Context: an optimization exercise on an open-source flow, tuned for a short achievable clock period. The choices shown serve that exercise and are no tape-out recipe. In this exercise RTL edits were held to simulation tests only and were not proved equivalent to the original. Power figures rest on the tool's default switching activity, not on a simulated workload.

## flow/design.v

```verilog
module decoder (
input       wire      [1:0]   alu_fun_d,
output      reg       [3:0]   EN_Signals
);
always @(*) begin
 case (alu_fun_d)
    2'b00:  EN_Signals = 4'b1000;
    2'b01:  EN_Signals = 4'b0100;
    2'b10:  EN_Signals = 4'b0010;
    2'b11:  EN_Signals = 4'b0001;
endcase
end
endmodule
module arithmetic_u # (
    parameter   WIDTH =16)
(
  input    wire                  CLK,
  input    wire                  A_EN,
  input    wire   [1:0]          ALU_fun_AU,
  input    wire   [WIDTH-1 :0]   IN1, 
  input    wire   [WIDTH-1 :0]   IN2, 
  output   reg    [WIDTH-1 :0]   Arith_Out, 
  output   reg                   Carry_Out,                 
  output   reg                   Arith_flag
);
always @(*) 
begin
    if (A_EN)
      begin
        Arith_flag = 1 ;
        Carry_Out  = 0 ;
        case (ALU_fun_AU)
          2'b00: {Carry_Out,Arith_Out}  = IN1 + IN2 ;
          2'b01:  Arith_Out             = IN1 - IN2 ;
          2'b10:  Arith_Out             = IN1 * IN2 ;
          2'b11:  Arith_Out             = (IN2 == 0) ? {WIDTH{1'b1}} : IN1 / IN2 ;
        endcase  
      end
    else
      begin
      Arith_Out  = 0; 
      Carry_Out  = 0;
      Arith_flag = 0;
      end
end
endmodule
module logic_u # (
    parameter WIDTH=16)
(
  input    wire                  CLK,
  input    wire                  L_EN,
  input    wire   [1:0]          ALU_fun_LU,
  input    wire   [WIDTH-1 :0]   IN1, 
  input    wire   [WIDTH-1 :0]   IN2, 
  output   reg    [WIDTH-1 :0]   Logic_Out,                 
  output   reg                   Logic_flag
);
always @(*) 
begin
    if (L_EN)
      begin
        Logic_flag = 1 ;
        case (ALU_fun_LU)
          2'b00:  Logic_Out             =   IN1 & IN2;
          2'b01:  Logic_Out             =   IN1 | IN2;
          2'b10:  Logic_Out             = ~(IN1 & IN2);
          2'b11:  Logic_Out             = ~(IN1 | IN2);
        endcase  
      end
    else
      begin
      Logic_Out  = 0; 
      Logic_flag = 0;
      end
end
endmodule
module cmp_u # (
    parameter   WIDTH =16)
(
  input    wire                  CLK,
  input    wire                  C_EN,
  input    wire   [1:0]          ALU_fun_CU,
  input    wire   [WIDTH-1 :0]   IN1, 
  input    wire   [WIDTH-1 :0]   IN2, 
  output   reg    [WIDTH-1 :0]   CMP_Out,                  
  output   reg                   CMP_flag
);
always @(*) 
begin
    if (C_EN)
      begin
     CMP_flag = 1 ;
        case (ALU_fun_CU)
          2'b00:  CMP_Out       = 0;
          2'b01:  CMP_Out       =(IN1==IN2)? 'd1:0;
          2'b10:  CMP_Out       =(IN1>IN2)?  'd2:0;
          2'b11:  CMP_Out       =(IN1<IN2)?  'd3:0;
        endcase  
      end
    else
      begin
     CMP_Out  = 0; 
     CMP_flag = 0;
      end
end
endmodule
module shift_u# (
    parameter   WIDTH =16)
(
  input    wire                  CLK,
  input    wire                  S_EN,
  input    wire   [1:0]          ALU_fun_SU,
  input    wire   [WIDTH-1 :0]   IN1, 
  input    wire   [WIDTH-1 :0]   IN2, 
  output   reg    [WIDTH-1 :0]   SHIFT_Out,                  
  output   reg                   SHIFT_Flag
);
always @(*) 
begin
    if (S_EN)
      begin
     SHIFT_Flag = 1 ;
        case (ALU_fun_SU)
          2'b00:  SHIFT_Out       = IN1 >>1;
          2'b01:  SHIFT_Out       = IN1 <<1;
          2'b10:  SHIFT_Out       = IN2 >>1;
          2'b11:  SHIFT_Out       = IN2 <<1;
        endcase  
      end
    else
      begin
     SHIFT_Out   = 0; 
     SHIFT_Flag = 0;
      end
end
endmodule
module ALU_TOP #(
parameter WIDTH =16)
(
  input    wire                       CLK,RST,
  input    wire       [3:0]           ALU_FUN,
  input    wire       [WIDTH-1:0]     A,B,      
  output   reg        [WIDTH-1:0]     Arith_Out,
  output   reg        [WIDTH-1:0]     Logic_Out,
  output   reg        [WIDTH-1:0]     CMP_Out,
  output   reg        [WIDTH-1:0]     SHIFT_Out,
  output   reg                        Carry_Out,
  output   reg        [3:0]           flags_reg
);
wire    [3:0] EN_D_out ;   
wire   [WIDTH-1:0]  Arith_Out_c,Logic_Out_c;
wire   [WIDTH-1:0]  CMP_Out_c,SHIFT_Out_c;
wire                Arith_F_c,Logic_F_c,Carry_Out_c;
wire                CMP_F_c,SHIFT_F_c; 
wire   [3:0]        flags_c;
assign  flags_c = {SHIFT_F_c,CMP_F_c,Logic_F_c,Arith_F_c} ;
always @(posedge CLK or negedge RST ) 
begin
    if (!RST) 
     begin
        Arith_Out <= 0;
        Carry_Out <= 0; 
        Logic_Out <= 0;
        CMP_Out   <= 0;
        SHIFT_Out <= 0;
        flags_reg <= 0;
     end
    else
     begin
        Arith_Out <= Arith_Out_c;
        Carry_Out <= Carry_Out_c; 
        Logic_Out <= Logic_Out_c;
        CMP_Out   <= CMP_Out_c;
        SHIFT_Out <= SHIFT_Out_c;
        flags_reg <= flags_c;
     end
end
decoder d_U (
.alu_fun_d(ALU_FUN[3:2]),
.EN_Signals(EN_D_out)
);
arithmetic_u A_U (
.IN1(A),
.IN2(B),
.CLK(CLK),
.A_EN(EN_D_out[3]),
.ALU_fun_AU(ALU_FUN[1:0]),
.Arith_Out(Arith_Out_c),
.Carry_Out(Carry_Out_c),
.Arith_flag(Arith_F_c)
);
logic_u L_U (
.IN1(A),
.IN2(B),
.CLK(CLK),
.L_EN(EN_D_out[2]),
.ALU_fun_LU(ALU_FUN[1:0]),
.Logic_Out(Logic_Out_c),
.Logic_flag(Logic_F_c)
);
cmp_u C_U (
.IN1(A),
.IN2(B),
.CLK(CLK),
.C_EN(EN_D_out[1]),
.ALU_fun_CU(ALU_FUN[1:0]),
.CMP_Out(CMP_Out_c),
.CMP_flag(CMP_F_c)
);
shift_u S_U (
.IN1(A),
.IN2(B),
.CLK(CLK),
.S_EN(EN_D_out[0]),
.ALU_fun_SU(ALU_FUN[1:0]),
.SHIFT_Out(SHIFT_Out_c),
.SHIFT_Flag(SHIFT_F_c)
);
endmodule
```

## flow/run.sh

```bash
#!/bin/bash
# synth_recipe.tcl (not shown) runs the flow's synth.tcl, then flattens the netlist and writes it again
# the make line also repeats each setting of config.mk as NAME=value (left out here)
make -C /OpenROAD-flow-scripts/flow DESIGN_CONFIG=/design/flow/config.mk WORK_HOME=/design/flow/orfs CLKGATE_MAP_FILE= SYNTH_SCRIPT=/design/flow/synth_recipe.tcl finish
```

## flow/config.mk

```make
export PLATFORM = sky130hd
export DESIGN_NAME = ALU_TOP
export DESIGN_NICKNAME = ALU_TOP
export VERILOG_FILES = /design/flow/design.v
export SDC_FILE = /design/flow/constraint.sdc
export NUM_CORES = 4
export LEC_CHECK = 0
export CAP_MARGIN = 20
export CORE_MARGIN = 2
export CORE_UTILIZATION = 40
export SLEW_MARGIN = 20
```

## flow/constraint.sdc

```tcl
create_clock -name core_clock -period 34.0 [get_ports {CLK}]
set_input_delay 6.8000 -clock core_clock [delete_from_list [all_inputs] [get_ports {CLK}]]
set_output_delay 6.8000 -clock core_clock [all_outputs]
set_load 0.01 [all_outputs]
```

==> summary.txt <==
[layout make-up]
class,instances,area [um2],area share
clock buffer,5,125,0.00724
clock inverter,3,33.8,0.00196
inverter,187,702,0.0406
multi-input combinational,1597,12800,0.741
sequential,55,1380,0.0797
tap,474,593,0.0343
timing repair buffer,189,1640,0.0947
[per-layer routing]
layer,vias to the layer above,wire (um)
li1,6927,-
met1,7022,23400
met2,652,24600
met3,136,4260
met4,2,2660
met5,-,16
[through the flow]
stage | area [um2] | cells
floorplan | 15100 | 1934
global placement | 16900 | 2496
detailed placement | 16900 | 2496
CTS | 17000 | 2504
global route | 17300 | 2510
finish | 17300 | 2510
[timing repair]
| action | in CTS | in global routing |
|---|---|---|
| gates resized for setup | 1 | 54 |
| buffers inserted | 0 | 6 |
| pin swaps | 0 | 6 |
| endpoints found under the setup margin | 1 | 2 |
[cell usage in the layout (no fill, tap or decap), types with 13 or more instances in the layout]
master / synthesis / layout
a211oi_1: 24 / 24
a21o_1: 35 / 35
a21oi_1: 135 / 127
a31oi_1: 18 / 14
and2_1: 20 / 20
and3_1: 15 / 15
buf_4: 15 / 97
clkdlybuf4s50_1: 0 / 88
conb_1: 1 / 14
dfrtp_1: 55 / 55
fa_1: 82 / 82
ha_1: 236 / 235
inv_1: 180 / 180
mux2_2: 19 / 19
mux2i_1: 17 / 14
nand2_1: 175 / 175
nand2b_1: 15 / 15
nand3_1: 28 / 28
nand4_1: 15 / 15
nor2_1: 188 / 187
nor2b_1: 13 / 13
nor3_1: 55 / 52
o211ai_1: 19 / 19
o21a_1: 44 / 44
o21ai_0: 70 / 65
o22ai_1: 13 / 13
or2_2: 16 / 15
or3_1: 19 / 19
xnor2_1: 96 / 96
xor2_1: 42 / 42
[report_power, final]
| group | switching (uW) | internal [uW] | leakage (uW) | total, uW |
|---|---|---|---|---|
| Sequential | 1.80 | 70.7 | 0.000739 | 72.5 |
| Clock | 26.3 | 28.4 | 0.0000772 | 54.7 |
| Combinational | 326 | 243 | 0.00727 | 569 |
| Total | 354 | 342 | 0.00808 | 696 |
[path summary, 6_finish.rpt]
path | start | depth (start not counted) | endpoint
worst max-delay path | B[13] | 122 | Arith_Out[0]
worst min-delay path | RST | 2 | Arith_Out[0]
max in group asynchronous | RST | 2 | Arith_Out[13]
min in group core_clock | ALU_FUN[0] | 3 | Arith_Out[15]
[cells by family (layout without fill, tap and decap cells)]
kind of cell | count (synthesis) | count (layout) | share of synthesized area
other | 1 | 14 | 0.000249
adder cells (fa/ha/maj) | 318 | 318 | 0.305
flip-flops | 55 | 55 | 0.0915
AO/OA/AOI/OAI | 492 | 492 | 0.222
XOR/XNOR | 138 | 138 | 0.0804
AND/OR/NAND/NOR | 585 | 585 | 0.181
buffers and inverters | 282 | 384 | 0.0747
multiplexers | 50 | 50 | 0.0449
==> reports/results.ini <==
[yosys]
synth_most_common_cell = ha_1
synth.area.top_cells = ha_1 20%, fa_1 11%, dfrtp_1 9.2%
syn_inst = 1921
synth_top_area_frac = 0.196
ys.warnings.count = 6
synth_area_per_cell_um2 = 7.83
async_flop_share = 1.00
synth-edff-count = 0
synthFlopType = dfrtp_1
ys_seq_area_frac = 0.0915
synth.largest_area_cell = ha_1
synth.distinct_cells = 90
synth_common_cells = 236 x ha_1, 188 x nor2_1, 180 x inv_1, 175 x nand2_1, 135 x a21oi_1
synth_seq_cells = 55
synth_area_um2 = 15000

[timing]
setup_tns_ps = 0
fin_crit_ps = 32490
whs_ps = 6620
slew_violations = 0
max_freq_mhz = 30.8
setup_slack_ps = 1510
relSlewSlack = 0.330
fin_crit_sh = 0.956
setup_viol = 0
hold_viol = 0
worst_slew_pin_slew_ps = 1000

[floorplan]
ios = 107
rows = 71
core_um2 = 37300
die_x_um = 198
dieArea_um2 = 39200
initial_core_util = 0.403
die_h_um = 198

[clock_tree]
cts_made_buffers = 5
cts_sinks = 55
path_clk_slew_ps = 80
cts_buffer_depth = 2
cts_tree = built
hold_buffers = 0
cts-root-buf = clkbuf_16
h-tree-depth = 2

[global_route]
grt_max_degree = 79
busiest_layer = met2
first_global_vias = 14400
grt_pass1_wl_um = 84000
gr-usage-met2 = 0.464
grt.overflow.total = 0
grt.met1_usage = 0.368
antenna_found_initial = 1
use_met3 = 0.0390
grtUsageTotal = 0.281

[layout]
layout.nets = 2391
syn2layout_area_growth_pct = 14.8
n_antenna_cell = 0
nFillCells = 3718
top_regs = Arith_Out x16, Logic_Out x16, SHIFT_Out x16
final_util = 0.463
final_layout_size_suffix_gt1_frac = 0.115

[detailed_routing]
wl_per_cell_um = 21.9
drtIter0Drc = 1302
drc = 0
postRouteAntennaNets = 0
vias = 14700
routed_wl_um = 54900
first_pass_iters = 6
vias_per_cell = 5.87

[flow_run]
cap_violations = 0

[pwr]
irDropWorstVdd_mv = 0.0503
power_density_nw_per_um2 = 40.3
power.leakage_uw = 0.00808
p_total_uw = 696

[setup_path]
required_ps = 34140
max_stage_delay_ps = 530
critical-path-slowest-cell = or4b_4
crit_path_start_kind = input pin
end_kind = register
crit_fanout = 11
crit_type = in2reg
path_delay_family = compound AO/OA/AOI/OAI gates
arrival_ps = 32640
crit_top_cell = ha_1
path_buf_inv = 14

[status]
status = timing/DRC/antenna clean

[placed_design]
pre_cts_ws_ps = -424
gp_congestion = 0.956
portBuffers = 92
dpl.hpwl_um = 43300

[worst_hold_path]
hold_path_class = in2async

==> re-timing with driven ports <==
The flow's constraints put no driver on any port. The routed layout listed below was extracted and timed again, unchanged, in two steps.
Step 1 assumes that a clkbuf_16 drives the clock port and a buf_2 every other input.
Step 2 times the ports against the registers' clock, not the clock port: input delays grow and output delays shrink by t, the midpoint of the rising clock arrivals with the driver on.
Three values: no drivers, after step 1, after step 2; two values: the first two.
t (ns): 0.337
setup WS [ns]: 1.509 / 1.519 / 1.183
slew at the worst register clock pin (ns): 0.08 / 0.08
worst slew at a driven data input, ns: 0.07
pins driven straight from the clock port: 1
After both steps setup and hold are still met in this run. For this run, drivers alone change the setup slack by +0.010 ns; drivers and shift together by -0.326 ns.
